Context: an optimization exercise on an open-source flow, tuned for small area, a short achievable clock period and few clock cycles per item. The choices shown serve that exercise and are no tape-out recipe. Function was not checked in any run shown here: the RTL went through the layout flow alone.

File: flow/constraint.sdc
create_clock -name core_clock -period 6.0 [get_ports {clock}]
set_input_delay 1.2000 -clock core_clock [delete_from_list [all_inputs] [get_ports {clock}]]
set_output_delay 1.2000 -clock core_clock [all_outputs]
set_load 0.01 [all_outputs]
File: flow/run.sh
#!/bin/bash
# synth_recipe.tcl (not shown) runs the flow's synth.tcl, then flattens the netlist and writes it again
# the make line also repeats each setting of config.mk as NAME=value (left out here)
make -C /OpenROAD-flow-scripts/flow DESIGN_CONFIG=/design/flow/config.mk WORK_HOME=/design/flow/orfs CLKGATE_MAP_FILE= SYNTH_SCRIPT=/design/flow/synth_recipe.tcl finish
File: flow/config.mk
export PLATFORM = sky130hd
export DESIGN_NAME = CordicAccelerator
export DESIGN_NICKNAME = CordicAccelerator
export VERILOG_FILES = /design/flow/design.v
export SDC_FILE = /design/flow/constraint.sdc
export NUM_CORES = 8
export LEC_CHECK = 0
export CAP_MARGIN = 20
export CORE_MARGIN = 2
export CORE_UTILIZATION = 60
export CTS_BUF_LIST = sky130_fd_sc_hd__clkbuf_4 sky130_fd_sc_hd__clkbuf_8
export SETUP_SLACK_MARGIN = 2.5
export SLEW_MARGIN = 20
File: flow/design.v
module CordicAccelerator(
  input         clock,
  input         reset,
  input         cmd_valid,
  output        cmd_ready,
  input  [6:0]  cmd_funct,
  input  [4:0]  cmd_rd,
  input  [63:0] cmd_rs1,
  input  [63:0] cmd_rs2,
  output        resp_valid,
  input         resp_ready,
  output [4:0]  resp_rd,
  output [63:0] resp_data,
  output        busy
);
  function [31:0] addc(input [31:0] a, input [31:0] b, input c);
    reg [31:0] g, p, gg, pp, gn, pn;
    integer k, l;
    begin
      g = a & b;
      p = a ^ b;
      gg = g;
      pp = p;
      gg[0] = g[0] | (p[0] & c);
      pp[0] = 1'b0;
      for (l = 0; l < 5; l = l + 1) begin
        gn = gg;
        pn = pp;
        for (k = 0; k < 32; k = k + 1)
          if (k[l]) begin
            gn[k] = gg[k] | (pp[k] & gg[((k >> l) << l) - 1]);
            pn[k] = pp[k] & pp[((k >> l) << l) - 1];
          end
        gg = gn;
        pp = pn;
      end
      addc = p ^ {gg[30:0], c};
    end
  endfunction
  wire recirc;    
  wire [31:0] res;
  wire [4:0] end_rd;
  wire take;      
  assign cmd_ready = take;
  wire accept = cmd_valid & take;
  wire [31:0] z0 = cmd_rs2[31:0];
  wire z0_fits = (z0[31:17] == {15{z0[31]}});
  wire [17:0] zc0 = z0_fits ? z0[17:0] : {z0[31], {17{~z0[31]}}};
  wire d1 = zc0[17];
  wire [17:0] zs2 = d1 ? zc0 + 18'd51472 : zc0 - 18'd51472;
  wire [16:0] z3 = (zs2[17:16] == {2{zs2[17]}}) ? zs2[16:0] : {zs2[17], {16{~zs2[17]}}};
  wire d6 = z0[31] ? ($signed(z0) < -32'sd51472) : ($signed(z0) < 32'sd51472);
  wire [31:0] x4 = cmd_rs1[31:0];
  wire [31:0] yt5 = ((cmd_rs1[31:0] ^ {32{d1}}) + {31'd0, d1}) ^ {32{~d6}};
  reg [31:0] p1_x, p1_y;
  reg [16:0] p1_z;
  reg [4:0] p1_rd;
  reg p1_fn, p1_dn, p1_v;
  always @(posedge clock) begin
    if (reset) p1_v <= 1'b0;
    else p1_v <= accept | recirc;
    p1_x <= recirc ? res : x4;
    p1_y <= recirc ? {32{~d6}} : yt5;
    p1_z <= z3;
    p1_rd <= recirc ? end_rd : cmd_rd;
    p1_fn <= ~recirc & cmd_funct[0];
    p1_dn <= recirc;
  end
  wire d7 = p1_z[16];
  wire [16:0] zs8 = d7 ? p1_z + 17'd30386 : p1_z - 17'd30386;
  wire [15:0] z9 = (zs8[16:15] == {2{zs8[16]}}) ? zs8[15:0] : {zs8[16], {15{~zs8[16]}}};
  wire [17:0] zp10 = {p1_z[16], p1_z} + (d7 ? 18'sd14331 : -18'sd46441);
  wire [17:0] zp11 = {p1_z[16], p1_z} + (d7 ? 18'sd46441 : -18'sd14331);
  wire [17:0] zs12 = zs8[16] ? zp11 : zp10;
  wire [14:0] z13 = (zs12[17:14] == {4{zs12[17]}}) ? zs12[14:0] : {zs12[17], {14{~zs12[17]}}};
  wire [31:0] ys16 = $signed(p1_y) >>> 1;
  wire [31:0] xs17 = $signed(p1_x) >>> 1;
  wire [31:0] x14 = addc(p1_x, ys16, ~d7);
  wire [31:0] xg19 = xs17 & {32{~p1_dn}};
  wire [31:0] u18 = addc(p1_y, ~xg19, 1'b1);
  wire [31:0] yt15 = u18 ^ {32{d7 ^ zs8[16]}};
  reg [31:0] p2_x, p2_y;
  reg [4:0] p2_rd;
  reg p2_fn, p2_dn, p2_v;
  reg p2_d;
  reg [14:0] p2_z;
  always @(posedge clock) begin
    if (reset) p2_v <= 1'b0;
    else p2_v <= p1_v;
    p2_x <= x14;
    p2_y <= yt15;
    p2_rd <= p1_rd;
    p2_fn <= p1_fn;
    p2_dn <= p1_dn;
    p2_d <= zs8[16];
    p2_z <= z13;
  end
  wire [14:0] zs20 = p2_z[14] ? p2_z + 15'd8150 : p2_z - 15'd8150;
  wire [13:0] z21 = (zs20[14:13] == {2{zs20[14]}}) ? zs20[13:0] : {zs20[14], {13{~zs20[14]}}};
  wire [31:0] ys24 = $signed(p2_y) >>> 2;
  wire [31:0] xs25 = $signed(p2_x) >>> 2;
  wire [31:0] x22 = addc(p2_x, ys24, ~p2_d);
  wire [31:0] xg27 = xs25 & {32{~p2_dn}};
  wire [31:0] u26 = addc(p2_y, ~xg27, 1'b1);
  wire [31:0] yt23 = u26 ^ {32{p2_d ^ p2_z[14]}};
  reg [31:0] p3_x, p3_y;
  reg [4:0] p3_rd;
  reg p3_fn, p3_dn, p3_v;
  reg p3_d;
  reg [13:0] p3_z;
  always @(posedge clock) begin
    if (reset) p3_v <= 1'b0;
    else p3_v <= p2_v;
    p3_x <= x22;
    p3_y <= yt23;
    p3_rd <= p2_rd;
    p3_fn <= p2_fn;
    p3_dn <= p2_dn;
    p3_d <= p2_z[14];
    p3_z <= z21;
  end
  wire [13:0] zs28 = p3_z[13] ? p3_z + 14'd4091 : p3_z - 14'd4091;
  wire [12:0] z29 = (zs28[13:12] == {2{zs28[13]}}) ? zs28[12:0] : {zs28[13], {12{~zs28[13]}}};
  wire [31:0] ys32 = $signed(p3_y) >>> 3;
  wire [31:0] xs33 = $signed(p3_x) >>> 3;
  wire [31:0] x30 = addc(p3_x, ys32, ~p3_d);
  wire [31:0] xg35 = xs33 & {32{~p3_dn}};
  wire [31:0] u34 = addc(p3_y, ~xg35, 1'b1);
  wire [31:0] yt31 = u34 ^ {32{p3_d ^ p3_z[13]}};
  reg [31:0] p4_x, p4_y;
  reg [4:0] p4_rd;
  reg p4_fn, p4_dn, p4_v;
  reg p4_d;
  reg [12:0] p4_z;
  always @(posedge clock) begin
    if (reset) p4_v <= 1'b0;
    else p4_v <= p3_v;
    p4_x <= x30;
    p4_y <= yt31;
    p4_rd <= p3_rd;
    p4_fn <= p3_fn;
    p4_dn <= p3_dn;
    p4_d <= p3_z[13];
    p4_z <= z29;
  end
  wire [12:0] zs36 = p4_z[12] ? p4_z + 13'd2047 : p4_z - 13'd2047;
  wire [11:0] z37 = (zs36[12:11] == {2{zs36[12]}}) ? zs36[11:0] : {zs36[12], {11{~zs36[12]}}};
  wire [31:0] ys40 = $signed(p4_y) >>> 4;
  wire [31:0] xs41 = $signed(p4_x) >>> 4;
  wire [31:0] x38 = addc(p4_x, ys40, ~p4_d);
  wire [31:0] xg43 = xs41 & {32{~p4_dn}};
  wire [31:0] u42 = addc(p4_y, ~xg43, 1'b1);
  wire [31:0] yt39 = u42 ^ {32{p4_d ^ p4_z[12]}};
  reg [31:0] p5_x, p5_y;
  reg [4:0] p5_rd;
  reg p5_fn, p5_dn, p5_v;
  reg p5_d;
  reg [11:0] p5_z;
  always @(posedge clock) begin
    if (reset) p5_v <= 1'b0;
    else p5_v <= p4_v;
    p5_x <= x38;
    p5_y <= yt39;
    p5_rd <= p4_rd;
    p5_fn <= p4_fn;
    p5_dn <= p4_dn;
    p5_d <= p4_z[12];
    p5_z <= z37;
  end
  wire [11:0] zs44 = p5_z[11] ? p5_z + 12'd1024 : p5_z - 12'd1024;
  wire [10:0] z45 = (zs44[11:10] == {2{zs44[11]}}) ? zs44[10:0] : {zs44[11], {10{~zs44[11]}}};
  wire [31:0] ys48 = $signed(p5_y) >>> 5;
  wire [31:0] xs49 = $signed(p5_x) >>> 5;
  wire [31:0] x46 = addc(p5_x, ys48, ~p5_d);
  wire [31:0] xg51 = xs49 & {32{~p5_dn}};
  wire [31:0] u50 = addc(p5_y, ~xg51, 1'b1);
  wire [31:0] yt47 = u50 ^ {32{p5_d ^ p5_z[11]}};
  reg [31:0] p6_x, p6_y;
  reg [4:0] p6_rd;
  reg p6_fn, p6_dn, p6_v;
  reg p6_d;
  reg [10:0] p6_z;
  always @(posedge clock) begin
    if (reset) p6_v <= 1'b0;
    else p6_v <= p5_v;
    p6_x <= x46;
    p6_y <= yt47;
    p6_rd <= p5_rd;
    p6_fn <= p5_fn;
    p6_dn <= p5_dn;
    p6_d <= p5_z[11];
    p6_z <= z45;
  end
  wire [10:0] zs52 = p6_z[10] ? p6_z + 11'd512 : p6_z - 11'd512;
  wire [9:0] z53 = (zs52[10:9] == {2{zs52[10]}}) ? zs52[9:0] : {zs52[10], {9{~zs52[10]}}};
  wire [31:0] ys56 = $signed(p6_y) >>> 6;
  wire [31:0] xs57 = $signed(p6_x) >>> 6;
  wire [31:0] x54 = addc(p6_x, ys56, ~p6_d);
  wire [31:0] xg59 = xs57 & {32{~p6_dn}};
  wire [31:0] u58 = addc(p6_y, ~xg59, 1'b1);
  wire [31:0] yt55 = u58 ^ {32{p6_d ^ p6_z[10]}};
  reg [31:0] p7_x, p7_y;
  reg [4:0] p7_rd;
  reg p7_fn, p7_dn, p7_v;
  reg p7_d;
  reg [9:0] p7_z;
  always @(posedge clock) begin
    if (reset) p7_v <= 1'b0;
    else p7_v <= p6_v;
    p7_x <= x54;
    p7_y <= yt55;
    p7_rd <= p6_rd;
    p7_fn <= p6_fn;
    p7_dn <= p6_dn;
    p7_d <= p6_z[10];
    p7_z <= z53;
  end
  wire [9:0] zs60 = p7_z[9] ? p7_z + 10'd256 : p7_z - 10'd256;
  wire [8:0] z61 = (zs60[9:8] == {2{zs60[9]}}) ? zs60[8:0] : {zs60[9], {8{~zs60[9]}}};
  wire [31:0] ys64 = $signed(p7_y) >>> 7;
  wire [31:0] xs65 = $signed(p7_x) >>> 7;
  wire [31:0] x62 = addc(p7_x, ys64, ~p7_d);
  wire [31:0] xg67 = xs65 & {32{~p7_dn}};
  wire [31:0] u66 = addc(p7_y, ~xg67, 1'b1);
  wire [31:0] yt63 = u66 ^ {32{p7_d ^ p7_z[9]}};
  reg [31:0] p8_x, p8_y;
  reg [4:0] p8_rd;
  reg p8_fn, p8_dn, p8_v;
  reg p8_d;
  reg [8:0] p8_z;
  always @(posedge clock) begin
    if (reset) p8_v <= 1'b0;
    else p8_v <= p7_v;
    p8_x <= x62;
    p8_y <= yt63;
    p8_rd <= p7_rd;
    p8_fn <= p7_fn;
    p8_dn <= p7_dn;
    p8_d <= p7_z[9];
    p8_z <= z61;
  end
  wire [8:0] zs68 = p8_z[8] ? p8_z + 9'd128 : p8_z - 9'd128;
  wire [7:0] z69 = (zs68[8:7] == {2{zs68[8]}}) ? zs68[7:0] : {zs68[8], {7{~zs68[8]}}};
  wire [31:0] ys72 = $signed(p8_y) >>> 8;
  wire [31:0] xs73 = $signed(p8_x) >>> 8;
  wire [31:0] x70 = addc(p8_x, ys72, ~p8_d);
  wire [31:0] xg75 = xs73 & {32{~p8_dn}};
  wire [31:0] u74 = addc(p8_y, ~xg75, 1'b1);
  wire [31:0] yt71 = u74 ^ {32{p8_d ^ p8_z[8]}};
  reg [31:0] p9_x, p9_y;
  reg [4:0] p9_rd;
  reg p9_fn, p9_dn, p9_v;
  reg p9_d;
  reg [7:0] p9_z;
  always @(posedge clock) begin
    if (reset) p9_v <= 1'b0;
    else p9_v <= p8_v;
    p9_x <= x70;
    p9_y <= yt71;
    p9_rd <= p8_rd;
    p9_fn <= p8_fn;
    p9_dn <= p8_dn;
    p9_d <= p8_z[8];
    p9_z <= z69;
  end
  wire [7:0] zs76 = p9_z[7] ? p9_z + 8'd64 : p9_z - 8'd64;
  wire [6:0] z77 = (zs76[7:6] == {2{zs76[7]}}) ? zs76[6:0] : {zs76[7], {6{~zs76[7]}}};
  wire [31:0] ys80 = $signed(p9_y) >>> 9;
  wire [31:0] xs81 = $signed(p9_x) >>> 9;
  wire [31:0] x78 = addc(p9_x, ys80, ~p9_d);
  wire [31:0] xg83 = xs81 & {32{~p9_dn}};
  wire [31:0] u82 = addc(p9_y, ~xg83, 1'b1);
  wire [31:0] yt79 = u82 ^ {32{p9_d ^ p9_z[7]}};
  reg [31:0] p10_x, p10_y;
  reg [4:0] p10_rd;
  reg p10_fn, p10_dn, p10_v;
  reg p10_d;
  reg [6:0] p10_z;
  always @(posedge clock) begin
    if (reset) p10_v <= 1'b0;
    else p10_v <= p9_v;
    p10_x <= x78;
    p10_y <= yt79;
    p10_rd <= p9_rd;
    p10_fn <= p9_fn;
    p10_dn <= p9_dn;
    p10_d <= p9_z[7];
    p10_z <= z77;
  end
  wire [6:0] zs84 = p10_z[6] ? p10_z + 7'd32 : p10_z - 7'd32;
  wire [5:0] z85 = (zs84[6:5] == {2{zs84[6]}}) ? zs84[5:0] : {zs84[6], {5{~zs84[6]}}};
  wire [31:0] ys88 = $signed(p10_y) >>> 10;
  wire [31:0] xs89 = $signed(p10_x) >>> 10;
  wire [31:0] x86 = addc(p10_x, ys88, ~p10_d);
  wire [31:0] xg91 = xs89 & {32{~p10_dn}};
  wire [31:0] u90 = addc(p10_y, ~xg91, 1'b1);
  wire [31:0] yt87 = u90 ^ {32{p10_d ^ p10_z[6]}};
  reg [31:0] p11_x, p11_y;
  reg [4:0] p11_rd;
  reg p11_fn, p11_dn, p11_v;
  reg p11_d;
  reg [5:0] p11_z;
  always @(posedge clock) begin
    if (reset) p11_v <= 1'b0;
    else p11_v <= p10_v;
    p11_x <= x86;
    p11_y <= yt87;
    p11_rd <= p10_rd;
    p11_fn <= p10_fn;
    p11_dn <= p10_dn;
    p11_d <= p10_z[6];
    p11_z <= z85;
  end
  wire [5:0] zs92 = p11_z[5] ? p11_z + 6'd16 : p11_z - 6'd16;
  wire [4:0] z93 = (zs92[5:4] == {2{zs92[5]}}) ? zs92[4:0] : {zs92[5], {4{~zs92[5]}}};
  wire [31:0] ys96 = $signed(p11_y) >>> 11;
  wire [31:0] xs97 = $signed(p11_x) >>> 11;
  wire [31:0] x94 = addc(p11_x, ys96, ~p11_d);
  wire [31:0] xg99 = xs97 & {32{~p11_dn}};
  wire [31:0] u98 = addc(p11_y, ~xg99, 1'b1);
  wire [31:0] yt95 = u98 ^ {32{p11_d ^ p11_z[5]}};
  reg [31:0] p12_x, p12_y;
  reg [4:0] p12_rd;
  reg p12_fn, p12_dn, p12_v;
  reg p12_d;
  reg [4:0] p12_z;
  always @(posedge clock) begin
    if (reset) p12_v <= 1'b0;
    else p12_v <= p11_v;
    p12_x <= x94;
    p12_y <= yt95;
    p12_rd <= p11_rd;
    p12_fn <= p11_fn;
    p12_dn <= p11_dn;
    p12_d <= p11_z[5];
    p12_z <= z93;
  end
  wire [4:0] zs100 = p12_z[4] ? p12_z + 5'd8 : p12_z - 5'd8;
  wire [3:0] z101 = (zs100[4:3] == {2{zs100[4]}}) ? zs100[3:0] : {zs100[4], {3{~zs100[4]}}};
  wire [31:0] ys104 = $signed(p12_y) >>> 12;
  wire [31:0] xs105 = $signed(p12_x) >>> 12;
  wire [31:0] x102 = addc(p12_x, ys104, ~p12_d);
  wire [31:0] xg107 = xs105 & {32{~p12_dn}};
  wire [31:0] u106 = addc(p12_y, ~xg107, 1'b1);
  wire [31:0] yt103 = u106 ^ {32{p12_d ^ p12_z[4]}};
  reg [31:0] p13_x, p13_y;
  reg [4:0] p13_rd;
  reg p13_fn, p13_dn, p13_v;
  reg p13_d;
  reg [3:0] p13_z;
  always @(posedge clock) begin
    if (reset) p13_v <= 1'b0;
    else p13_v <= p12_v;
    p13_x <= x102;
    p13_y <= yt103;
    p13_rd <= p12_rd;
    p13_fn <= p12_fn;
    p13_dn <= p12_dn;
    p13_d <= p12_z[4];
    p13_z <= z101;
  end
  wire [3:0] zs108 = p13_z[3] ? p13_z + 4'd4 : p13_z - 4'd4;
  wire [2:0] z109 = (zs108[3:2] == {2{zs108[3]}}) ? zs108[2:0] : {zs108[3], {2{~zs108[3]}}};
  wire [31:0] ys112 = $signed(p13_y) >>> 13;
  wire [31:0] xs113 = $signed(p13_x) >>> 13;
  wire [31:0] x110 = addc(p13_x, ys112, ~p13_d);
  wire [31:0] xg115 = xs113 & {32{~p13_dn}};
  wire [31:0] u114 = addc(p13_y, ~xg115, 1'b1);
  wire [31:0] yt111 = u114 ^ {32{p13_d ^ p13_z[3]}};
  reg [31:0] p14_x, p14_y;
  reg [4:0] p14_rd;
  reg p14_fn, p14_dn, p14_v;
  reg p14_d;
  reg [2:0] p14_z;
  always @(posedge clock) begin
    if (reset) p14_v <= 1'b0;
    else p14_v <= p13_v;
    p14_x <= x110;
    p14_y <= yt111;
    p14_rd <= p13_rd;
    p14_fn <= p13_fn;
    p14_dn <= p13_dn;
    p14_d <= p13_z[3];
    p14_z <= z109;
  end
  wire [2:0] zs116 = p14_z[2] ? p14_z + 3'd2 : p14_z - 3'd2;
  wire [1:0] z117 = (zs116[2:1] == {2{zs116[2]}}) ? zs116[1:0] : {zs116[2], {1{~zs116[2]}}};
  wire [31:0] ys120 = $signed(p14_y) >>> 14;
  wire [31:0] xs121 = $signed(p14_x) >>> 14;
  wire [31:0] x118 = addc(p14_x, ys120, ~p14_d);
  wire [31:0] xg123 = xs121 & {32{~p14_dn}};
  wire [31:0] u122 = addc(p14_y, ~xg123, 1'b1);
  wire [31:0] yt119 = u122 ^ {32{p14_d ^ p14_z[2]}};
  reg [31:0] p15_x, p15_y;
  reg [4:0] p15_rd;
  reg p15_fn, p15_dn, p15_v;
  reg p15_d;
  reg [1:0] p15_z;
  always @(posedge clock) begin
    if (reset) p15_v <= 1'b0;
    else p15_v <= p14_v;
    p15_x <= x118;
    p15_y <= yt119;
    p15_rd <= p14_rd;
    p15_fn <= p14_fn;
    p15_dn <= p14_dn;
    p15_d <= p14_z[2];
    p15_z <= z117;
  end
  wire [1:0] zs124 = p15_z[1] ? p15_z + 2'd1 : p15_z - 2'd1;
  wire z125 = zs124[1];
  wire [31:0] ys128 = $signed(p15_y) >>> 15;
  wire [31:0] xs129 = $signed(p15_x) >>> 15;
  wire [31:0] x126 = addc(p15_x, ys128, ~p15_d);
  wire [31:0] xg131 = xs129 & {32{~p15_dn}};
  wire [31:0] u130 = addc(p15_y, ~xg131, 1'b1);
  wire [31:0] yt127 = u130 ^ {32{p15_d ^ p15_z[1]}};
  reg [31:0] p16_x, p16_y;
  reg [4:0] p16_rd;
  reg p16_fn, p16_dn, p16_v;
  reg p16_d;
  reg p16_z;
  always @(posedge clock) begin
    if (reset) p16_v <= 1'b0;
    else p16_v <= p15_v;
    p16_x <= x126;
    p16_y <= yt127;
    p16_rd <= p15_rd;
    p16_fn <= p15_fn;
    p16_dn <= p15_dn;
    p16_d <= p15_z[1];
    p16_z <= z125;
  end
  wire [31:0] ys134 = $signed(p16_y) >>> 16;
  wire [31:0] xs135 = $signed(p16_x) >>> 16;
  wire [31:0] x132 = addc(p16_x, ys134, ~p16_d);
  wire [31:0] xg137 = xs135 & {32{~p16_dn}};
  wire [31:0] u136 = addc(p16_y, ~xg137, 1'b1);
  wire [31:0] yt133 = u136 ^ {32{p16_d ^ p16_z}};
  reg [31:0] p17_x, p17_y;
  reg [4:0] p17_rd;
  reg p17_fn, p17_dn, p17_v;
  reg p17_d;
  always @(posedge clock) begin
    if (reset) p17_v <= 1'b0;
    else p17_v <= p16_v;
    p17_x <= x132;
    p17_y <= yt133;
    p17_rd <= p16_rd;
    p17_fn <= p16_fn;
    p17_dn <= p16_dn;
    p17_d <= p16_z;
  end
  wire [31:0] ys140 = $signed(p17_y) >>> 17;
  wire [31:0] xs141 = $signed(p17_x) >>> 17;
  wire [31:0] x138 = addc(p17_x, ys140, ~p17_d);
  wire [31:0] xg143 = xs141 & {32{~p17_dn}};
  wire [31:0] u142 = addc(p17_y, ~xg143, 1'b1);
  wire [31:0] yt139 = u142 ^ {32{p17_d ^ p17_d}};
  reg [31:0] p18_x, p18_y;
  reg [4:0] p18_rd;
  reg p18_fn, p18_dn, p18_v;
  reg p18_d;
  always @(posedge clock) begin
    if (reset) p18_v <= 1'b0;
    else p18_v <= p17_v;
    p18_x <= x138;
    p18_y <= yt139;
    p18_rd <= p17_rd;
    p18_fn <= p17_fn;
    p18_dn <= p17_dn;
    p18_d <= p17_d;
  end
  wire [31:0] ys146 = $signed(p18_y) >>> 18;
  wire [31:0] xs147 = $signed(p18_x) >>> 18;
  wire [31:0] x144 = addc(p18_x, ys146, ~p18_d);
  wire [31:0] xg149 = xs147 & {32{~p18_dn}};
  wire [31:0] u148 = addc(p18_y, ~xg149, 1'b1);
  wire [31:0] yt145 = u148 ^ {32{p18_d ^ p18_d}};
  reg [31:0] p19_x, p19_y;
  reg [4:0] p19_rd;
  reg p19_fn, p19_dn, p19_v;
  reg p19_d;
  always @(posedge clock) begin
    if (reset) p19_v <= 1'b0;
    else p19_v <= p18_v;
    p19_x <= x144;
    p19_y <= yt145;
    p19_rd <= p18_rd;
    p19_fn <= p18_fn;
    p19_dn <= p18_dn;
    p19_d <= p18_d;
  end
  wire [31:0] ys152 = $signed(p19_y) >>> 19;
  wire [31:0] xs153 = $signed(p19_x) >>> 19;
  wire [31:0] x150 = addc(p19_x, ys152, ~p19_d);
  wire [31:0] xg155 = xs153 & {32{~p19_dn}};
  wire [31:0] u154 = addc(p19_y, ~xg155, 1'b1);
  wire [31:0] yt151 = u154 ^ {32{p19_d ^ p19_d}};
  reg [31:0] p20_x, p20_y;
  reg [4:0] p20_rd;
  reg p20_fn, p20_dn, p20_v;
  reg p20_d;
  always @(posedge clock) begin
    if (reset) p20_v <= 1'b0;
    else p20_v <= p19_v;
    p20_x <= x150;
    p20_y <= yt151;
    p20_rd <= p19_rd;
    p20_fn <= p19_fn;
    p20_dn <= p19_dn;
    p20_d <= p19_d;
  end
  wire [31:0] ys158 = $signed(p20_y) >>> 20;
  wire [31:0] xs159 = $signed(p20_x) >>> 20;
  wire [31:0] x156 = addc(p20_x, ys158, ~p20_d);
  wire [31:0] xg161 = xs159 & {32{~p20_dn}};
  wire [31:0] u160 = addc(p20_y, ~xg161, 1'b1);
  wire [31:0] yt157 = u160 ^ {32{p20_d ^ p20_d}};
  reg [31:0] p21_x, p21_y;
  reg [4:0] p21_rd;
  reg p21_fn, p21_dn, p21_v;
  reg p21_d;
  always @(posedge clock) begin
    if (reset) p21_v <= 1'b0;
    else p21_v <= p20_v;
    p21_x <= x156;
    p21_y <= yt157;
    p21_rd <= p20_rd;
    p21_fn <= p20_fn;
    p21_dn <= p20_dn;
    p21_d <= p20_d;
  end
  wire [31:0] ys164 = $signed(p21_y) >>> 21;
  wire [31:0] xs165 = $signed(p21_x) >>> 21;
  wire [31:0] x162 = addc(p21_x, ys164, ~p21_d);
  wire [31:0] xg167 = xs165 & {32{~p21_dn}};
  wire [31:0] u166 = addc(p21_y, ~xg167, 1'b1);
  wire [31:0] yt163 = u166 ^ {32{p21_d ^ p21_d}};
  reg [31:0] p22_x, p22_y;
  reg [4:0] p22_rd;
  reg p22_fn, p22_dn, p22_v;
  reg p22_d;
  always @(posedge clock) begin
    if (reset) p22_v <= 1'b0;
    else p22_v <= p21_v;
    p22_x <= x162;
    p22_y <= yt163;
    p22_rd <= p21_rd;
    p22_fn <= p21_fn;
    p22_dn <= p21_dn;
    p22_d <= p21_d;
  end
  wire [31:0] ys170 = $signed(p22_y) >>> 22;
  wire [31:0] xs171 = $signed(p22_x) >>> 22;
  wire [31:0] x168 = addc(p22_x, ys170, ~p22_d);
  wire [31:0] xg173 = xs171 & {32{~p22_dn}};
  wire [31:0] u172 = addc(p22_y, ~xg173, 1'b1);
  wire [31:0] yt169 = u172 ^ {32{p22_d ^ p22_d}};
  reg [31:0] p23_x, p23_y;
  reg [4:0] p23_rd;
  reg p23_fn, p23_dn, p23_v;
  reg p23_d;
  always @(posedge clock) begin
    if (reset) p23_v <= 1'b0;
    else p23_v <= p22_v;
    p23_x <= x168;
    p23_y <= yt169;
    p23_rd <= p22_rd;
    p23_fn <= p22_fn;
    p23_dn <= p22_dn;
    p23_d <= p22_d;
  end
  wire [31:0] ys176 = $signed(p23_y) >>> 23;
  wire [31:0] xs177 = $signed(p23_x) >>> 23;
  wire [31:0] x174 = addc(p23_x, ys176, ~p23_d);
  wire [31:0] xg179 = xs177 & {32{~p23_dn}};
  wire [31:0] u178 = addc(p23_y, ~xg179, 1'b1);
  wire [31:0] yt175 = u178 ^ {32{p23_d ^ p23_d}};
  reg [31:0] p24_x, p24_y;
  reg [4:0] p24_rd;
  reg p24_fn, p24_dn, p24_v;
  reg p24_d;
  always @(posedge clock) begin
    if (reset) p24_v <= 1'b0;
    else p24_v <= p23_v;
    p24_x <= x174;
    p24_y <= yt175;
    p24_rd <= p23_rd;
    p24_fn <= p23_fn;
    p24_dn <= p23_dn;
    p24_d <= p23_d;
  end
  wire [31:0] ys182 = $signed(p24_y) >>> 24;
  wire [31:0] xs183 = $signed(p24_x) >>> 24;
  wire [31:0] x180 = addc(p24_x, ys182, ~p24_d);
  wire [31:0] xg185 = xs183 & {32{~p24_dn}};
  wire [31:0] u184 = addc(p24_y, ~xg185, 1'b1);
  wire [31:0] yt181 = u184 ^ {32{p24_d ^ p24_d}};
  reg [31:0] p25_x, p25_y;
  reg [4:0] p25_rd;
  reg p25_fn, p25_dn, p25_v;
  reg p25_d;
  always @(posedge clock) begin
    if (reset) p25_v <= 1'b0;
    else p25_v <= p24_v;
    p25_x <= x180;
    p25_y <= yt181;
    p25_rd <= p24_rd;
    p25_fn <= p24_fn;
    p25_dn <= p24_dn;
    p25_d <= p24_d;
  end
  wire [31:0] ys188 = $signed(p25_y) >>> 25;
  wire [31:0] xs189 = $signed(p25_x) >>> 25;
  wire [31:0] x186 = addc(p25_x, ys188, ~p25_d);
  wire [31:0] xg191 = xs189 & {32{~p25_dn}};
  wire [31:0] u190 = addc(p25_y, ~xg191, 1'b1);
  wire [31:0] yt187 = u190 ^ {32{p25_d ^ p25_d}};
  reg [31:0] p26_x, p26_y;
  reg [4:0] p26_rd;
  reg p26_fn, p26_dn, p26_v;
  reg p26_d;
  always @(posedge clock) begin
    if (reset) p26_v <= 1'b0;
    else p26_v <= p25_v;
    p26_x <= x186;
    p26_y <= yt187;
    p26_rd <= p25_rd;
    p26_fn <= p25_fn;
    p26_dn <= p25_dn;
    p26_d <= p25_d;
  end
  wire [31:0] ys194 = $signed(p26_y) >>> 26;
  wire [31:0] xs195 = $signed(p26_x) >>> 26;
  wire [31:0] x192 = addc(p26_x, ys194, ~p26_d);
  wire [31:0] xg197 = xs195 & {32{~p26_dn}};
  wire [31:0] u196 = addc(p26_y, ~xg197, 1'b1);
  wire [31:0] yt193 = u196 ^ {32{p26_d ^ p26_d}};
  reg [31:0] p27_x, p27_y;
  reg [4:0] p27_rd;
  reg p27_fn, p27_dn, p27_v;
  reg p27_d;
  always @(posedge clock) begin
    if (reset) p27_v <= 1'b0;
    else p27_v <= p26_v;
    p27_x <= x192;
    p27_y <= yt193;
    p27_rd <= p26_rd;
    p27_fn <= p26_fn;
    p27_dn <= p26_dn;
    p27_d <= p26_d;
  end
  wire [31:0] ys200 = $signed(p27_y) >>> 27;
  wire [31:0] xs201 = $signed(p27_x) >>> 27;
  wire [31:0] x198 = addc(p27_x, ys200, ~p27_d);
  wire [31:0] xg203 = xs201 & {32{~p27_dn}};
  wire [31:0] u202 = addc(p27_y, ~xg203, 1'b1);
  wire [31:0] yt199 = u202 ^ {32{p27_d ^ p27_d}};
  reg [31:0] p28_x, p28_y;
  reg [4:0] p28_rd;
  reg p28_fn, p28_dn, p28_v;
  reg p28_d;
  always @(posedge clock) begin
    if (reset) p28_v <= 1'b0;
    else p28_v <= p27_v;
    p28_x <= x198;
    p28_y <= yt199;
    p28_rd <= p27_rd;
    p28_fn <= p27_fn;
    p28_dn <= p27_dn;
    p28_d <= p27_d;
  end
  wire [31:0] ys206 = $signed(p28_y) >>> 28;
  wire [31:0] xs207 = $signed(p28_x) >>> 28;
  wire [31:0] x204 = addc(p28_x, ys206, ~p28_d);
  wire [31:0] xg209 = xs207 & {32{~p28_dn}};
  wire [31:0] u208 = addc(p28_y, ~xg209, 1'b1);
  wire [31:0] yt205 = u208 ^ {32{p28_d ^ p28_d}};
  reg [31:0] p29_x, p29_y;
  reg [4:0] p29_rd;
  reg p29_fn, p29_dn, p29_v;
  reg p29_d;
  always @(posedge clock) begin
    if (reset) p29_v <= 1'b0;
    else p29_v <= p28_v;
    p29_x <= x204;
    p29_y <= yt205;
    p29_rd <= p28_rd;
    p29_fn <= p28_fn;
    p29_dn <= p28_dn;
    p29_d <= p28_d;
  end
  wire [31:0] y29 = p29_y ^ {32{~p29_d}};
  wire [31:0] em = p29_fn ? y29 : p29_x;
  wire [31:0] eo = p29_fn ? p29_x : y29;
  wire etn = ~(p29_fn ^ p29_d);   
  wire [4:0] em3 = {{2{em[31]}}, em[31:29]};
  wire [4:0] eo3 = {{2{eo[31]}}, eo[31:29]};
  wire [4:0] ea = etn ? -eo3 : eo3;
  wire [4:0] eb = etn ? em3 : -em3;
  wire [4:0] eml = {2'b00, em[2:0]};
  wire [4:0] eol = {2'b00, eo[2:0]};
  wire m_all1 = &em[29:3];
  wire m_all0 = ~|em[29:3];
  wire o_all1 = &eo[29:3];
  wire o_all0 = ~|eo[29:3];
  wire [4:0] es1 = eml + ea;
  wire [1:0] et2m = em[31:30] + {1'b0, ~es1[4] & es1[3] & m_all1} - {1'b0, es1[4] & m_all0};
  wire [4:0] eob = eol + eb;
  wire [1:0] et2o = eo[31:30] + {1'b0, ~eob[4] & eob[3] & o_all1} - {1'b0, eob[4] & o_all0};
  wire [4:0] es3_1 = etn ? eob + 5'd1 : eob - 5'd1;
  wire [4:0] es3_2 = etn ? eob - 5'd2 : eob + 5'd2;
  wire [4:0] es3_3 = etn ? eob - 5'd1 : eob + 5'd1;
  wire [4:0] es3 = et2m[1] ? (et2m[0] ? es3_3 : es3_2) : (et2m[0] ? es3_1 : eob);
  wire esgn = eo[31] ^ (~es3[4] & es3[3] & o_all1 & eo[30]) ^ (es3[4] & o_all0 & ~eo[30]);
  wire [4:0] eq0 = {{3{et2o[1]}}, et2o};
  wire [4:0] eq1 = eq0 - 5'd1;
  wire [4:0] ee0 = p29_dn ? 5'd0 : (etn ? -eq0 : eq0);
  wire [4:0] ee1 = p29_dn ? 5'd0 : (etn ? -eq1 : eq1);
  wire [4:0] es4_0 = es1 + ee0;
  wire [4:0] es4_1 = es1 + ee1;
  wire [4:0] es4 = esgn ? es4_1 : es4_0;
  wire [28:0] emh = em[31:3];
  wire [28:0] emhp = emh + 29'd1;
  wire [28:0] emhm = emh - 29'd1;
  assign res = {es4[4] ? emhm : (es4[3] ? emhp : emh), es4[2:0]};
  assign end_rd = p29_rd;
  wire end_v = p29_v;
  reg [31:0] h_data, k_data;
  reg [4:0] h_rd, k_rd;
  reg hv, kv, busy_r;
  reg blocked;
  reg [4:0] wait_n;
  wire wait_0 = (wait_n == 5'd0);
  wire push = end_v & ~(hv & kv) & (~blocked | wait_0);
  assign recirc = end_v & ~push;
  assign take = ~recirc & ~blocked;
  wire pop = hv & resp_ready;
  wire h_load = ~hv | pop;
  wire hv_n = h_load ? (kv | push) : 1'b1;
  wire kv_n = h_load ? (kv & push) : (kv | push);
  wire inflight_n = hv_n | kv_n |
      (accept | recirc) |
      p1_v |
      p2_v |
      p3_v |
      p4_v |
      p5_v |
      p6_v |
      p7_v |
      p8_v |
      p9_v |
      p10_v |
      p11_v |
      p12_v |
      p13_v |
      p14_v |
      p15_v |
      p16_v |
      p17_v |
      p18_v |
      p19_v |
      p20_v |
      p21_v |
      p22_v |
      p23_v |
      p24_v |
      p25_v |
      p26_v |
      p27_v |
      p28_v;
  always @(posedge clock) begin
    if (reset) begin
      hv <= 1'b0;
      kv <= 1'b0;
      busy_r <= 1'b0;
      blocked <= 1'b0;
    end else begin
      hv <= hv_n;
      kv <= kv_n;
      busy_r <= inflight_n;
      if (recirc & (~blocked | wait_0))
        blocked <= 1'b1;
      else if (push & blocked)
        blocked <= 1'b0;
    end
    if (recirc & (~blocked | wait_0))
      wait_n <= 5'd28;
    else
      wait_n <= wait_n - 5'd1;
    if (h_load) begin
      h_data <= kv ? k_data : res;
      h_rd <= kv ? k_rd : end_rd;
    end
    if (h_load ? kv : ~kv) begin
      k_data <= res;
      k_rd <= end_rd;
    end
  end
  assign resp_valid = hv;
  assign resp_rd = h_rd;
  assign resp_data = {32'h0, h_data};
  assign busy = busy_r;
endmodule
==> impl_metrics.toml, run 1 <==
[finish]
area_delta_synth_final_pct = 15.09
layout-drive-gt1-share_pct = 12.61
final_nets = 15904
final_core_util_pct = 69.54
instances_no_fill = 16827

[worst_setup_path]
cp_slowest_cell = "a311oi_4"
cp.required_ns = 6.79
worst_ep_arrival_time_ns = 8.67
cp-end-kind = "flip-flop"
slowest_delay_ns = 0.43
critPathTopFamily = "compound AO/OA/AOI/OAI gates"
path_buf_inv = 4
crit_fanout = 6
r2r_slack_ns = -1.89
cp-start-kind = "flip-flop"
critical_path_class = "reg2reg"

[yosys]
synth-async-reset-ratio_pct = 0
syn-cell-area_mm2 = 0.1298
synthTopCellsByArea = "dfxtp_1 35%, ha_1 17%, xnor2_1 10%"
yosysWarnings = 1
ys_ff_latch = 2336
synth_flop_cell = "dfxtp_1"
yosysSeqAreaShare_pct = 36.60
synthesis.instances = 12860
synth.distinct_cells = 107
synth_top_area_cell = "dfxtp_1"
avgSynthCellArea_um2 = 10.09
synth_edf_count = 74
synth_top_cell_area_share_pct = 34.89

[cts]
cts_tree = "done"
root_buffer = "clkbuf_8"
cts_buffers = 394
clock_path_buffers = 4
hold_buffers = 0
path_clk_slew_ns = 0.06
cts_htree_levels = 5
insertion_delay_ns = 1.10
cts.sinks = 2336

[routing]
drc = 0
routed_wl_um = 358500
wl_per_cell_um = 21.30
num_vias = 95239
dr.pass1.iters = 6
postRouteAntennaNets = 0
routed_via_density = 5.660
drt_iter0_markers = 5286

[global_route]
grt_pass1_wl_um = 546900
grt_max_degree = 60
grt-ovfl-total = 0
grt_pass1_vias = 97614
antenna_found_initial = 29
grt_use_total_pct = 31.99

[flow_run]
drv_cap = 0

[timing]
rsz0062_at_grt = "yes"
final_max_slew_viol_count = 0
fmax_mhz = 126.8
hold_viol = 0
setup_viol = 93
slew_headroom_pct = 27.60
fin_crit_ns = 7.885
tightest_slew_ns = 1.086
clock_skew_ns = 0.1242
final.setup.worst_slack_ns = -1.885
period_share_pct = 131.4

[min_path]
hold_path.class = "reg2reg"

[placement]
portBuffers = 113
dp.cells = 15955
place.gp.congestion = 0.9783
hpwlAfterDp_um = 280500

[floorplan]
core_mm2 = 0.2148
die_area_mm2 = 0.2201
die_h_um = 469.1
die_x_um = 469.1
rows = 170
ioPinCount = 216
initial_utilization_pct = 60.42

[run_status]
status = "complete, but fails checks"
so.violations = "setup timing"
-- cell type report --
class	instances	area, µm²
Antenna cell	8	20.02
Inverter	687	2579
Fill cell	16291	65450
Sequential cell	2336	47560
Timing Repair Buffer	621	5239
Clock buffer	590	7538
Clock inverter	95	1224
Tap cell	2838	3551
Multi-Input combinational cell	9652	81670
-- cells in the mapped netlist (42+ instances only) --
| library cell | number |
|---|---|
| clkbuf_1 | 153 |
| xnor2_1 | 1497 |
| o22ai_1 | 50 |
| a21boi_0 | 42 |
| nand4_1 | 76 |
| nand3_1 | 183 |
| nand2_1 | 407 |
| dfxtp_1 | 2262 |
| xor2_1 | 602 |
| or2_2 | 82 |
| and3_1 | 117 |
| o21a_1 | 164 |
| nor4_1 | 50 |
| nand2b_1 | 556 |
| nor3_1 | 222 |
| o21bai_1 | 126 |
| or3_1 | 50 |
| a211oi_1 | 49 |
| a21oi_1 | 846 |
| and2_1 | 65 |
| fa_1 | 316 |
| inv_1 | 685 |
| o21ai_0 | 367 |
| nor2_1 | 656 |
| edfxtp_1 | 74 |
| o31ai_1 | 42 |
| ha_1 | 1752 |
| a21o_1 | 517 |
| nor2b_1 | 245 |
| a31oi_1 | 97 |
-- worst paths after layout --
kind | startpoint | endpoint | cells after the start
setup / recovery | p29_d$_DFF_P_ | h_data[23]$_DFFE_PN_ | 34
hold / removal | p16_rd[4]$_DFF_P_ | p17_rd[4]$_DFF_P_ | 0
setup reg to reg | p29_d$_DFF_P_ | h_data[23]$_DFFE_PN_ | 34
hold reg to reg | p16_rd[4]$_DFF_P_ | p17_rd[4]$_DFF_P_ | 0
-- cell families (layout without fill, tap and decap cells) --
kind of cell / after synthesis / after routing / synth area share, %
xor+xnor: 2103 / 2103 / 14.22
fa+ha+maj: 2068 / 2068 / 21.76
flops: 2336 / 2336 / 36.60
buf+inv: 904 / 1993 / 2.764
simple gates: 2806 / 2807 / 11.28
compound gates: 2560 / 2560 / 12.64
mux: 82 / 82 / 0.7211
other cells: 1 / 40 / 0.002889
-- metal layers --
metal | part of all wire (%) | global-route usage, %
met5 | 0.042 | 0
met4 | 5.6 | 16.56
met1 | 41 | 39.30
met3 | 5.3 | 4.997
met2 | 48 | 54.18
-- through the flow --
step           setup slack [ns]  TNS (ns)  hold slack, ns  cell area, µm²
6_report                 -1.885   -145.57          0.2921          149400
5_1_grt                  -2.144   -173.59          0.3004          149400
4_1_cts                  -1.799   -143.89          0.2944          147400
3_5_place_dp             -2.032   -161.03          0.3121          136500
3_3_place_gp             -1.939   -150.17          0.3102          136500
2_1_floorplan            -2.324   -186.25          0.3095          130200
-- cell usage in the layout (no fill, tap or decap), types with 497 or more instances in the layout --
cell type / Yosys / routed
nor2_1: 656 / 644
dfxtp_1: 2262 / 2241
inv_1: 685 / 675
clkbuf_8: 0 / 497
xor2_1: 602 / 584
ha_1: 1752 / 1742
nand2b_1: 556 / 552
a21o_1: 517 / 516
a21oi_1: 846 / 771
xnor2_1: 1497 / 1475
-- repair_timing --
action | in CTS | in global routing
setup endpoints to repair | 1133 | 1274
buffers inserted | 97 | 76
pin swaps | 148 | 166
gates resized for setup | 324 | 295
gates cloned | 5 | 1
endpoints found under the hold margin | 0 | 0
==> run 2, diff against run 1 <==
--- a/flow/config.mk
+++ b/flow/config.mk
@@ -9,5 +9,5 @@
 export CORE_MARGIN = 2
 export CORE_UTILIZATION = 60
 export CTS_BUF_LIST = sky130_fd_sc_hd__clkbuf_4 sky130_fd_sc_hd__clkbuf_8
-export SETUP_SLACK_MARGIN = 2.5
+export SETUP_SLACK_MARGIN = 2.7
 export SLEW_MARGIN = 20
==> run 2 against run 1 <==
Net effect:
- still fails the layout checks on setup timing
- fmax did not move
- first-iteration DRC count stayed put
- global-route usage stayed put
- core utilization did not move
- worst setup slack is the same
- flip-flop and latch count did not move
- non-clock buffer count unchanged
- register-to-register slack barely moved
- worst hold slack unchanged
- critical endpoint unchanged
==> impl_metrics.toml, run 2 <==
[floorplan]
core_mm2 = 0.2148
rows = 170
initial_utilization_pct = 60.42
die_area_mm2 = 0.2201
die_h_um = 469.1
ioPinCount = 216
die_x_um = 469.1

[run_status]
so.violations = "setup timing"
status = "complete, but fails checks"

[min_path]
worstHoldEndpoint = "p17_rd[4]$_DFF_P_"
hold_path.class = "reg2reg"
hold_depth = 0
min_from = "p16_rd[4]$_DFF_P_"

[timing]
period_share_pct = 131.4
setup_viol = 93
fin_crit_ns = 7.885
final_max_slew_viol_count = 0
slew_headroom_pct = 27.60
fmax_mhz = 126.8
clock_skew_ns = 0.1242
rsz0062_at_grt = "yes"
tightest_slew_ns = 1.086
hold_viol = 0
final.setup.worst_slack_ns = -1.885

[routing]
routed_via_density = 5.660
wl_per_cell_um = 21.30
drt_iter0_markers = 5286
routed_wl_um = 358500
postRouteAntennaNets = 0
dr.pass1.iters = 6
num_vias = 95239
drc = 0

[placement]
hpwlAfterDp_um = 280500
preCtsSetupSlack_ns = -2.032
portBuffers = 113
place.gp.congestion = 0.9783

[worst_setup_path]
r2r_cells = 34
cp.required_ns = 6.79
r2r_end = "h_data[23]$_DFFE_PN_"
slowest_delay_ns = 0.43
r2r_slack_ns = -1.89
crit_fanout = 6
cp-end-kind = "flip-flop"
cp_slowest_cell = "a311oi_4"
critical_path_class = "reg2reg"
worst_ep_arrival_time_ns = 8.67
r2r_start = "p29_d$_DFF_P_"
cp-start-kind = "flip-flop"

[cts]
cts_tree = "done"
path_clk_slew_ns = 0.06
hold_buffers = 0
root_buffer = "clkbuf_8"
clock_path_buffers = 4
cts_htree_levels = 5
cts.sinks = 2336
insertion_delay_ns = 1.10
cts_buffers = 394

[global_route]
grt_use_total_pct = 31.99
grt_pass1_vias = 97614
grt-ovfl-total = 0
met1_usage_pct = 39.30
grt_max_degree = 60
met3_usage_pct = 4.997
antenna_found_initial = 29
grt_pass1_wl_um = 546900
grtUsageMet2_pct = 54.18
busiest_layer = "met2"

[yosys]
synth-async-reset-ratio_pct = 0
synth_edf_count = 74
avgSynthCellArea_um2 = 10.09
synth_flop_cell = "dfxtp_1"
netlist_top_cells_count = "2,262 x dfxtp_1, 1,752 x ha_1, 1,497 x xnor2_1"
yosysMostFrequentCell = "dfxtp_1"
synth_top_area_cell = "dfxtp_1"
synth.distinct_cells = 107
synthTopCellsByArea = "dfxtp_1 35%, ha_1 17%, xnor2_1 10%"
synthesis.instances = 12860
synth_top_cell_area_share_pct = 34.89
yosysWarnings = 1
yosysSeqAreaShare_pct = 36.60
syn-cell-area_mm2 = 0.1298
ys_ff_latch = 2336

[finish]
layout_common_cells = "2,241 x dfxtp_1, 1,742 x ha_1, 1,475 x xnor2_1"
mostFrequentLayoutCell = "dfxtp_1"
final_nets = 15904
area_delta_synth_final_pct = 15.09
layout-drive-gt1-share_pct = 12.61

[flow_run]
drv_cap = 0
==> run 2: cell counts after synthesis <==
No cell type changed its count.
==> run 2: cell families after synthesis <==
kind of cell,share of synthesized area (%)
muxes,0.7211
AOI/OAI and AO/OA,12.64
adders and majority gates,21.76
and+or+nand+nor,11.28
buffers and inverters,2.764
DFF,36.60
xor gates and xnor gates,14.22
other,0.002889
==> run 2: metal layers <==
layer  wire [µm]  part of all wire (%)
met3       18880                   5.3
met5         149                 0.042
met4       20050                   5.6
met1      148800                    41
met2      170600                    48
==> run 2: stage by stage <==
stage / hold WS (ns) / TNS (ns) / area [µm²] / instances / utilization [%]
global route: 0.3004 / -173.59 / 149400 / 16824 / 69.53
global placement: 0.3102 / -150.17 / 136500 / 15955 / 63.56
floorplan: 0.3095 / -186.25 / 130200 / 12891 / -
CTS: 0.2944 / -143.89 / 147400 / 16742 / 68.61
finish: 0.2921 / -145.57 / 149400 / 16827 / 69.54
detailed placement: 0.3121 / -161.03 / 136500 / 15955 / 63.56
==> run 2: area by class of cell <==
class	instances	area (µm²)
Timing Repair Buffer	621	5239
Clock buffer	590	7538
Clock inverter	95	1224
Antenna cell	8	20.02
Fill cell	16291	65450
Sequential cell	2336	47560
Inverter	687	2579
Tap cell	2838	3551
Multi-Input combinational cell	9652	81670
==> run 2: critical path: cells and delay by family (launching register included) <==
family	cells	cell delay, ns
fa+ha+maj	4	1.04
simple gates	8	1.24
compound gates	9	2.48
mux	4	1.02
flops	1	0.39
xor+xnor	5	0.96
buf+inv	4	0.48
==> run 2: worst max-delay path by stage <==
| stage | slack (ns) | endpoint | from | cells past startpoint |
|---|---|---|---|---|
| 5_1_grt | -2.14 | h_data[6]$_DFFE_PN_ | p29_d$_DFF_P_ | 36 |
| 3_5_place_dp | -2.03 | h_data[23]$_DFFE_PN_ | p29_d$_DFF_P_ | 37 |
| 2_1_floorplan | -2.32 | h_data[23]$_DFFE_PN_ | p29_fn$_DFF_P_ | 41 |
| 6_report | -1.89 | h_data[23]$_DFFE_PN_ | p29_d$_DFF_P_ | 34 |
| 4_1_cts | -1.80 | h_data[23]$_DFFE_PN_ | p29_d$_DFF_P_ | 37 |
| 3_3_place_gp | -1.94 | h_data[21]$_DFFE_PN_ | p29_d$_DFF_P_ | 37 |
==> run 2: repair_timing <==
action	4_1_cts	5_1_grt
pin swaps	148	166
gates resized for setup	324	295
endpoints found under the setup margin	1301	1424
buffers inserted	97	76
cloned	5	1
==> run 3, diff against run 2 <==
--- a/flow/design.v
+++ b/flow/design.v
@@ -691,42 +691,55 @@
     p29_dn <= p28_dn;
     p29_d <= p28_d;
   end
-  wire [31:0] y29 = p29_y ^ {32{~p29_d}};
-  wire [31:0] em = p29_fn ? y29 : p29_x;
-  wire [31:0] eo = p29_fn ? p29_x : y29;
-  wire etn = ~(p29_fn ^ p29_d);   
-  wire [4:0] em3 = {{2{em[31]}}, em[31:29]};
-  wire [4:0] eo3 = {{2{eo[31]}}, eo[31:29]};
-  wire [4:0] ea = etn ? -eo3 : eo3;
-  wire [4:0] eb = etn ? em3 : -em3;
-  wire [4:0] eml = {2'b00, em[2:0]};
-  wire [4:0] eol = {2'b00, eo[2:0]};
-  wire m_all1 = &em[29:3];
-  wire m_all0 = ~|em[29:3];
-  wire o_all1 = &eo[29:3];
-  wire o_all0 = ~|eo[29:3];
-  wire [4:0] es1 = eml + ea;
-  wire [1:0] et2m = em[31:30] + {1'b0, ~es1[4] & es1[3] & m_all1} - {1'b0, es1[4] & m_all0};
-  wire [4:0] eob = eol + eb;
-  wire [1:0] et2o = eo[31:30] + {1'b0, ~eob[4] & eob[3] & o_all1} - {1'b0, eob[4] & o_all0};
-  wire [4:0] es3_1 = etn ? eob + 5'd1 : eob - 5'd1;
-  wire [4:0] es3_2 = etn ? eob - 5'd2 : eob + 5'd2;
-  wire [4:0] es3_3 = etn ? eob - 5'd1 : eob + 5'd1;
-  wire [4:0] es3 = et2m[1] ? (et2m[0] ? es3_3 : es3_2) : (et2m[0] ? es3_1 : eob);
-  wire esgn = eo[31] ^ (~es3[4] & es3[3] & o_all1 & eo[30]) ^ (es3[4] & o_all0 & ~eo[30]);
-  wire [4:0] eq0 = {{3{et2o[1]}}, et2o};
-  wire [4:0] eq1 = eq0 - 5'd1;
-  wire [4:0] ee0 = p29_dn ? 5'd0 : (etn ? -eq0 : eq0);
-  wire [4:0] ee1 = p29_dn ? 5'd0 : (etn ? -eq1 : eq1);
-  wire [4:0] es4_0 = es1 + ee0;
-  wire [4:0] es4_1 = es1 + ee1;
-  wire [4:0] es4 = esgn ? es4_1 : es4_0;
-  wire [28:0] emh = em[31:3];
-  wire [28:0] emhp = emh + 29'd1;
-  wire [28:0] emhm = emh - 29'd1;
-  assign res = {es4[4] ? emhm : (es4[3] ? emhp : emh), es4[2:0]};
-  assign end_rd = p29_rd;
-  wire end_v = p29_v;
+  wire [31:0] ys212 = $signed(p29_y) >>> 29;
+  wire [31:0] xs213 = $signed(p29_x) >>> 29;
+  wire [31:0] x210 = addc(p29_x, ys212, ~p29_d);
+  wire [31:0] xg215 = xs213 & {32{~p29_dn}};
+  wire [31:0] u214 = addc(p29_y, ~xg215, 1'b1);
+  wire [31:0] yt211 = u214 ^ {32{p29_d ^ p29_d}};
+  reg [31:0] p30_x, p30_y;
+  reg [4:0] p30_rd;
+  reg p30_fn, p30_dn, p30_v;
+  reg p30_d;
+  always @(posedge clock) begin
+    if (reset) p30_v <= 1'b0;
+    else p30_v <= p29_v;
+    p30_x <= x210;
+    p30_y <= yt211;
+    p30_rd <= p29_rd;
+    p30_fn <= p29_fn;
+    p30_dn <= p29_dn;
+    p30_d <= p29_d;
+  end
+  wire [31:0] ys218 = $signed(p30_y) >>> 30;
+  wire [31:0] xs219 = $signed(p30_x) >>> 30;
+  wire [31:0] x216 = addc(p30_x, ys218, ~p30_d);
+  wire [31:0] xg221 = xs219 & {32{~p30_dn}};
+  wire [31:0] u220 = addc(p30_y, ~xg221, 1'b1);
+  wire [31:0] yt217 = u220 ^ {32{p30_d ^ p30_d}};
+  reg [31:0] p31_x, p31_y;
+  reg [4:0] p31_rd;
+  reg p31_fn, p31_dn, p31_v;
+  reg p31_d;
+  always @(posedge clock) begin
+    if (reset) p31_v <= 1'b0;
+    else p31_v <= p30_v;
+    p31_x <= x216;
+    p31_y <= yt217;
+    p31_rd <= p30_rd;
+    p31_fn <= p30_fn;
+    p31_dn <= p30_dn;
+    p31_d <= p30_d;
+  end
+  wire [31:0] ys224 = $signed(p31_y) >>> 31;
+  wire [31:0] xs225 = $signed(p31_x) >>> 31;
+  wire [31:0] x222 = addc(p31_x, ys224, ~p31_d);
+  wire [31:0] xg227 = xs225 & {32{~p31_dn}};
+  wire [31:0] u226 = addc(p31_y, ~xg227, 1'b1);
+  wire [31:0] yt223 = u226 ^ {32{p31_d ^ p31_d}};
+  assign res = p31_fn ? (yt223 ^ {32{~p31_d}}) : x222;
+  assign end_rd = p31_rd;
+  wire end_v = p31_v;
   reg [31:0] h_data, k_data;
   reg [4:0] h_rd, k_rd;
   reg hv, kv, busy_r;
@@ -769,7 +782,9 @@
       p25_v |
       p26_v |
       p27_v |
-      p28_v;
+      p28_v |
+      p29_v |
+      p30_v;
   always @(posedge clock) begin
     if (reset) begin
       hv <= 1'b0;
@@ -786,7 +801,7 @@
         blocked <= 1'b0;
     end
     if (recirc & (~blocked | wait_0))
-      wait_n <= 5'd28;
+      wait_n <= 5'd30;
     else
       wait_n <= wait_n - 5'd1;
     if (h_load) begin
--- a/flow/config.mk
+++ b/flow/config.mk
@@ -9,5 +9,5 @@
 export CORE_MARGIN = 2
 export CORE_UTILIZATION = 60
 export CTS_BUF_LIST = sky130_fd_sc_hd__clkbuf_4 sky130_fd_sc_hd__clkbuf_8
-export SETUP_SLACK_MARGIN = 2.7
+export SETUP_SLACK_MARGIN = 2.5
 export SLEW_MARGIN = 20
==> run 3 against run 2 <==
Net effect:
- now clean on timing, DRC and antenna
- flip-flop and latch count rose by 146
- critical endpoint is now p2_z[0]$_DFF_P_
- final cell count rose by 6.9%
- worst setup slack improved by 3.4 ns
- global-route usage fell by 5.5 points
- clock skew fell by 0.030 ns
- synthesized area rose by 7.8%
- non-clock buffer count fell by 159
- synthesized cell count rose by 7.9%
- sequential share of layout area fell by 0.32 points
- clock-buffer cell count rose by 35
- first-iteration DRC count fell by 12%
==> impl_metrics.toml, run 3 <==
[global_route]
grt-ovfl-total = 0
grtUsageMet2_pct = 43.65
met3_usage_pct = 4.180
antenna_found_initial = 7
busiest_layer = "met2"
grt_pass1_vias = 102911
grt_max_degree = 61
met1_usage_pct = 35.99
grt_pass1_wl_um = 518200
grt_use_total_pct = 26.52

[routing]
drt_iter0_markers = 4637
postRouteAntennaNets = 0
num_vias = 100481
drc = 0
routed_via_density = 5.587
wl_per_cell_um = 17.92
routed_wl_um = 322200
dr.pass1.iters = 6

[floorplan]
rows = 177
initial_utilization_pct = 60.26
ioPinCount = 216
die_x_um = 486.8
die_h_um = 486.8
die_area_mm2 = 0.2370
core_mm2 = 0.2321

[yosys]
synthMuxAreaShare_pct = 0.5197
ys_ff_latch = 2482
synth-async-reset-ratio_pct = 0
yosysWarnings = 1
netlist_top_cells_count = "2,408 x dfxtp_1, 1,905 x ha_1, 1,573 x xnor2_1"
synth_top_area_cell = "dfxtp_1"
synth_flop_cell = "dfxtp_1"
synthesis.instances = 13881
yosysSeqAreaShare_pct = 36.05
synth_top_family_by_area = "adder cells"
synthTopCellsByArea = "dfxtp_1 34%, ha_1 17%, xnor2_1 9.9%"
syn-cell-area_mm2 = 0.1399
yosys.area_share.simple_pct = 10.62
yosysMostFrequentCell = "dfxtp_1"
synth_fa_ha_area_share_pct = 22.02
avgSynthCellArea_um2 = 10.08
synth_xor_area_share_pct = 13.69
synth_edf_count = 74
synth.distinct_cells = 98
synth_compound_area_share_pct = 14.43
synth_top_cell_area_share_pct = 34.47

[cts]
insertion_delay_ns = 1.14
clock_path_buffers = 4
cts_tree = "done"
path_clk_slew_ns = 0.06
root_buffer = "clkbuf_8"
cts_htree_levels = 5
cts.sinks = 2482
cts_buffers = 422

[finish]
regArea_mm2 = 0.05061
layout_common_cells = "2,331 x dfxtp_1, 1,886 x ha_1, 1,556 x xnor2_1"
layout-drive-gt1-share_pct = 12.78
mostFrequentLayoutCell = "dfxtp_1"
final_nets = 17022
instances_no_fill = 17985
area_delta_synth_final_pct = 14.82
multi_input_area_mm2 = 0.08996
fill_cells = 17689

[worst_setup_path]
path_buf_inv = 2
cp_slowest_cell = "dfxtp_4"
critPathTopFamily = "compound AO/OA/AOI/OAI gates"
slowest_delay_ns = 0.39
cp.required_ns = 7.03
critical_path_class = "reg2reg"
cp-end-kind = "flip-flop"
worst_ep_arrival_time_ns = 5.51
cp-start-kind = "flip-flop"
crit_fanout = 6
path_cells = "inv_8 > ha_4 > a21o_1 > a21o_1 > a21o_1 > a211o_1 > a21oi_2 > o41ai_2 > a21oi_2 > inv_2 > fa_2 > a21oi_2 > o21bai_2 > a311oi_2 > or4b_4 > a41oi_4 > a31oi_4 > mux2_4 > a211o_1 > a22o_4 > a21oi_1"

[timing]
rsz0062_at_grt = "yes"
setup_viol = 0
period_share_pct = 74.75
clock_skew_ns = 0.09464
hold_viol = 0
fin_crit_ns = 4.485
final_max_slew_viol_count = 0
final.setup.worst_slack_ns = 1.515
setup_tns_ns = 0
slew_headroom_pct = 19.49
fmax_mhz = 223.0
tightest_slew_ns = 1.195

[run_status]
status = "finished clean"

[min_path]
hold_path.class = "reg2reg"

[placement]
hpwlAfterDp_um = 244700
portBuffers = 113
dp.cells = 16947
preCtsSetupSlack_ns = 0.3419
place.gp.congestion = 0.9059

[flow_run]
drv_cap = 0
## run 3: what timing repair did
action / 4_1_cts / 5_1_grt
buffers inserted: 122 / 169
gates cloned: 4 / 4
endpoints found under the setup margin: 814 / 546
hold buffers: 0 / 0
pin swaps: 160 / 339
gates resized for setup: 469 / 487
## run 3: cell families after synthesis
kind of cell | Yosys count
AOI/OAI and AO/OA | 3068
and+or+nand+nor | 2869
DFF | 2482
adders and majority gates | 2255
xor gates and xnor gates | 2187
buffers and inverters | 953
muxes | 66
other | 1
## run 3: metal layers
layer,share of wire (%),up-vias
met5,0.013,-
met4,2.4,6
met3,4.7,564
met2,46,1772
met1,47,48154
li1,-,49985
## run 3: path summary, 6_finish.rpt
check / start / endpoint / slack [ns] / cells after the start
min: p17_rd[0]$_DFF_P_ / p18_rd[0]$_DFF_P_ / 0.26 / 0
min reg2reg: p17_rd[0]$_DFF_P_ / p18_rd[0]$_DFF_P_ / 0.26 / 0
max reg2reg: p1_z[16]$_DFF_P_ / p2_z[0]$_DFF_P_ / 1.51 / 21
max: p1_z[16]$_DFF_P_ / p2_z[0]$_DFF_P_ / 1.51 / 21
## run 3: layout make-up
| class | count | area share, % |
|---|---|---|
| Sequential cell | 2482 | 31.52 |
| Clock inverter | 112 | 0.7331 |
| Clock buffer | 625 | 5.014 |
| Multi-Input combinational cell | 10482 | 56.02 |
| Tap cell | 3043 | 2.371 |
| Antenna cell | 2 | 0.003116 |
| Inverter | 777 | 1.839 |
| Timing Repair Buffer | 462 | 2.503 |
## run 3: metrics by stage
stage / hold WS (ns) / instance area [µm²] / util, %
global route: 0.2681 / 160600 / 69.19
detailed placement: 0.3121 / 145200 / 62.54
floorplan: 0.3096 / 140400 / -
finish: 0.2552 / 160600 / 69.19
global placement: 0.3099 / 145200 / 62.54
CTS: 0.2470 / 157400 / 67.83
## run 3: worst register-to-register path, cell delays in order (launching register included)
cell      delay [ns]
dfxtp_4         0.39
inv_8           0.05
ha_4            0.21
a21o_1          0.17
a21o_1          0.16
a21o_1          0.15
a211o_1         0.26
a21oi_2         0.17
o41ai_2         0.09
a21oi_2         0.17
inv_2           0.09
fa_2            0.36
a21oi_2         0.16
o21bai_2        0.09
a311oi_2        0.31
or4b_4          0.20
a41oi_4         0.11
a31oi_4         0.26
mux2_4          0.32
a211o_1         0.34
a22o_4          0.27
a21oi_1         0.13

re-timing with driven ports:
The flow's constraints put no driver on any port. The routed layouts listed below were extracted and timed again, unchanged, in two steps. Step 1 (the two cells are an assumption about what drives the block):
set clk [get_ports {clock}]
set_driving_cell -lib_cell sky130_fd_sc_hd__clkbuf_16 $clk
set_driving_cell -lib_cell sky130_fd_sc_hd__buf_2 [delete_from_list [all_inputs] $clk]
Step 2 moves the port delays by t, midway between the first and last clock arrival at a register: inputs arrive t later, outputs are due t later. That takes back most of the time a late clock gives input paths. a / b / c = no drivers / after step 1 / after step 2; a / b = the first two.
run	shift t [ns]	setup slack, ns	worst register clock-pin slew, ns
run 1	1.139	-1.885 / -1.885 / -1.885	0.08 / 0.08
run 2	1.139	-1.885 / -1.885 / -1.885	0.08 / 0.08
run 3	1.177	1.515 / 1.515 / 1.486	0.07 / 0.07
The setup slack of run 3, which loses most, moves by 0.000 ns with the drivers and by -0.029 ns with both steps.
